This design comes from an exercise in tuning for small area on the open sky130 flow, not from production work. Where RTL was checked, it was by simulation tests only, not by an equivalence proof against the original.

Design lab05, start of the top module:
module lab05(clk,rst,money_5,money_10,cancel,drink_A,drink_B,drop_money,enough_A,enough_B,DIGIT,DISPLAY);
==> module lab05, before the edit <==
module lab05(clk,rst,money_5,money_10,cancel,drink_A,drink_B,drop_money,enough_A,enough_B,DIGIT,DISPLAY);
    input clk;
    input rst;
    input money_5;
    input money_10;
    input cancel;
    input drink_A;
    input drink_B;
    output [9:0] drop_money;
    output enough_A;
    output enough_B;
    output [3:0] DIGIT;
    output [6:0] DISPLAY;
    localparam [2:0] S_DEP   = 3'd0;
    localparam [2:0] S_INIT0 = 3'd1;
    localparam [2:0] S_INIT5 = 3'd2;
    localparam [2:0] S_BUY   = 3'd3;
    localparam [2:0] S_MSG   = 3'd4;
    localparam [2:0] S_CHG0  = 3'd5;
    localparam [2:0] S_CHG5  = 3'd6;
    localparam [2:0] S_CHG10 = 3'd7;
    reg [8:0] num;
    wire [8:0] cy = {&num[7:0], &num[6:0], &num[5:0], &num[4:0], &num[3:0], &num[2:0], &num[1:0], num[0], 1'b1};
    always @(posedge clk, posedge rst)
        if (rst) num <= 9'd0;
        else num <= num ^ cy;
    wire tick13 = cy[2] & ~num[2];
    wire tick16 = cy[5] & ~num[5];
    wire tick26 = cy[8] & ~num[8];
    localparam [2:0] R0 = 3'd0, R1 = 3'd7, R2 = 3'd4, R3 = 3'd1,
                     R4 = 3'd3, R5 = 3'd6, R6 = 3'd5, P7 = 3'd2;
    wire [4:0] pb = {cancel, drink_B, drink_A, money_10, money_5};
    reg [2:0] bs [0:4];
    reg [2:0] bn [0:4];
    wire [4:0] pul;
    genvar g;
    generate for (g = 0; g < 5; g = g + 1) begin : btn
        always @(*) begin
            case ({bs[g], pb[g]})
                {R0, 1'b1}: bn[g] = R1;
                {R1, 1'b1}: bn[g] = R2;
                {R2, 1'b1}: bn[g] = R3;
                {R3, 1'b1}: bn[g] = R4;
                {R4, 1'b1}: bn[g] = R5;
                {R5, 1'b1}: bn[g] = R6;
                {R6, 1'b1}: bn[g] = R6;
                {P7, 1'b1}: bn[g] = R1;
                {R4, 1'b0}: bn[g] = P7;
                default:    bn[g] = R0;
            endcase
        end
        always @(posedge clk, posedge rst)
            if (rst) bs[g] <= R0;
            else if (tick16) bs[g] <= bn[g];
        assign pul[g] = (bs[g] == R5) | (bs[g] == P7);
    end endgenerate
    reg [2:0] st;
    reg [3:0] tens;      
    reg five;            
    reg [1:0] pr;        
    reg cA, cB;          
    wire money = (tens != 4'd0) | five;
    wire enA_v = (tens >= 4'd2);
    wire enB_v = (tens >= 4'd3) | ((tens == 4'd2) & five);
    wire dep = (st == S_DEP);
    wire dep_or_buy = dep | (st == S_BUY);
    assign enough_A = dep_or_buy & enA_v;
    assign enough_B = dep_or_buy & enB_v;
    wire fast = dep | (st == S_INIT0) | (st == S_INIT5);
    wire msg = (st == S_MSG);
    wire tick_ = fast ? tick16 : tick26;
    wire step = msg & tick16;    
    reg [2:0] nst;
    reg [3:0] ntens;
    reg nfive, ncA, ncB;
    reg [1:0] npr;
    always @(*) begin
        nst = st; ntens = tens; nfive = five; npr = pr;
        ncA = cA; ncB = cB;
        if (step) begin
            if (pr != 2'd0) begin
                npr = pr - 2'd1;
                if (pr == 2'd3) begin
                    nfive = ~five;
                    if (!five) ntens = tens - 4'd1;
                end else ntens = tens - 4'd1;
            end
        end else case (st)
            S_DEP: begin
                if (pul[0]) begin
                    if (!five) nfive = 1'b1;
                    else if (tens != 4'd9) begin ntens = tens + 4'd1; nfive = 1'b0; end
                end else if (pul[1]) begin
                    if (tens != 4'd9) ntens = tens + 4'd1;
                end else if (pul[2]) begin
                    ncB = 1'b0;
                    if (cA && enA_v) nst = S_BUY;
                    else begin ncA = ~cA; npr = 2'd2; end
                end else if (pul[3]) begin
                    ncA = 1'b0;
                    if (cB && enB_v) nst = S_BUY;
                    else begin ncB = ~cB; npr = 2'd3; end
                end else if (pul[4]) begin
                    npr = 2'd0;
                    if (money) nst = S_CHG0;
                end
            end
            S_INIT0, S_INIT5: nst = S_DEP;
            S_BUY: nst = S_MSG;
            S_MSG: begin
                nst = money ? S_CHG0 : S_INIT0;
                ncA = 1'b0; ncB = 1'b0;
            end
            default: begin  
                if (!money) nst = S_INIT5;
                else if (tens != 4'd0) begin ntens = tens - 4'd1; nst = S_CHG10; end
                else begin nfive = 1'b0; nst = S_CHG5; end
            end
        endcase
    end
    always @(posedge clk, posedge rst)
        if (rst) begin
            st <= S_DEP; tens <= 4'd0; five <= 1'b0; pr <= 2'd0;
            cA <= 1'b0; cB <= 1'b0;
        end else if (tick_ | step) begin
            st <= nst; tens <= ntens; five <= nfive; pr <= npr;
            cA <= ncA; cB <= ncB;
        end
    wire dh = (st == S_INIT5) | (st == S_CHG5) | (st == S_CHG10);
    wire dl = (st == S_CHG10);
    assign drop_money = {{5{dh}}, {5{dl}}};
    localparam [1:0] D_0 = 2'd0, D_2 = 2'd1, D_C = 2'd2, D_U = 2'd3;
    wire [1:0] d3now = msg ? D_C : pr[1] ? D_2 : D_0;
    reg [1:0] d3;
    always @(posedge clk, posedge rst)
        if (rst) d3 <= D_U;
        else if (tick13) d3 <= d3now;
    wire started = (d3 != D_U);
    wire [2:0] ph = num[4:2];
    assign DIGIT[0] = ~(started & ((ph == 3'd1) | (ph == 3'd2)));
    assign DIGIT[1] = ~(started & ((ph == 3'd3) | (ph == 3'd4)));
    assign DIGIT[2] = ~(started & ((ph == 3'd5) | (ph == 3'd6)));
    assign DIGIT[3] = ~(started & ((ph == 3'd7) | (ph == 3'd0)));
    reg [3:0] sym;
    wire [1:0] d3s = (ph == 3'd0) ? d3 : d3now;
    always @(*) begin
        case (ph)
            3'd1, 3'd2: sym = msg ? 4'd13 : {1'b0, five, 1'b0, five};
            3'd3, 3'd4: sym = msg ? {2'b11, cA, 1'b0} : tens;
            3'd5, 3'd6: sym = msg ? 4'd11 : {1'b0, pr[0], 1'b0, pr[0]};
            default: sym = (d3s == D_C) ? 4'd10 : (d3s == D_2) ? 4'd2 : 4'd0;
        endcase
    end
    reg [6:0] display;
    always @(*) begin
        case (sym)
            4'd0:  display = 7'b0000001;
            4'd1:  display = 7'b1001111;
            4'd2:  display = 7'b0010010;
            4'd3:  display = 7'b0000110;
            4'd4:  display = 7'b1001100;
            4'd5:  display = 7'b0100100;
            4'd6:  display = 7'b0100000;
            4'd7:  display = 7'b0001111;
            4'd8:  display = 7'b0000000;
            4'd9:  display = 7'b0000100;
            4'd10: display = 7'b1110010;
            4'd11: display = 7'b1100010;
            4'd12: display = 7'b0111000;
            4'd13: display = 7'b0110000;
            4'd14: display = 7'b0101000;
            default: display = 7'b0000001;
        endcase
    end
    assign DISPLAY = display;
endmodule
export LEC_CHECK = 0
export CAP_MARGIN = 20
export CORE_MARGIN = 2
export CORE_UTILIZATION = 40
export SLEW_MARGIN = 20
create_clock -name core_clock -period 10.0 [get_ports {clk}]
run.sh (not shown) runs the stock make flow with config.mk's settings and CLKGATE_MAP_FILE= SYNTH_SCRIPT=/design/flow/synth_recipe.tcl, a recipe that flattens the netlist after the stock synthesis.
The first run completed with no timing, DRC or antenna violations.
Edit:
--- a/flow/design.v
+++ b/flow/design.v
@@ -26,10 +26,10 @@
         else num <= num ^ cy;
     wire tick13 = cy[2] & ~num[2];
     wire tick16 = cy[5] & ~num[5];
     wire tick26 = cy[8] & ~num[8];
-    localparam [2:0] R0 = 3'd0, R1 = 3'd7, R2 = 3'd4, R3 = 3'd1,
-                     R4 = 3'd3, R5 = 3'd6, R6 = 3'd5, P7 = 3'd2;
+    localparam [2:0] R0 = 3'd0, R1 = 3'd1, R2 = 3'd2, R3 = 3'd3,
+                     R4 = 3'd4, R5 = 3'd5, R6 = 3'd6, P7 = 3'd7;
     wire [4:0] pb = {cancel, drink_B, drink_A, money_10, money_5};
     reg [2:0] bs [0:4];
     reg [2:0] bn [0:4];
     wire [4:0] pul;
Outcome: Final area rose by 9.4%. Synthesized area increases by 12%. Worst hold slack is worse by 0.011 ns. Utilization fell by 1.3 points. Global-route usage went down by 0.49 points. First-iteration DRC count came out higher by 41%. Synthesized cell count rose by 10%.
The RTL of the second run of this note was laid out without a check of its function.

==> afterwards: timing with drivers on the ports <==
No port has a modelled driver above. Below, the same layouts with a new extraction and two added sets of constraints.
Step 1, drivers: a clkbuf_16 drives clk and a buf_2 each remaining input, both assumed.
Step 2 moves the port delays by t, midway between the first and last clock arrival at a register: inputs arrive t later, outputs are due t later. That takes back most of the time a late clock gives input paths.
a / b / c = ideal ports / drivers / drivers and shift; a / b = the first two.
| run | t, ns | slack for setup (ns) | worst setup path after step 2 | clock arrival spread, ns |
|---|---|---|---|---|
| the first run | 0.316 | 4.368 / 4.339 / 4.655 | register to output | 0.010 / 0.009 |
| the second run | 0.317 | 4.157 / 4.131 / 4.448 | register to output | 0.005 / 0.005 |
After both steps setup and hold are still met in every run listed.
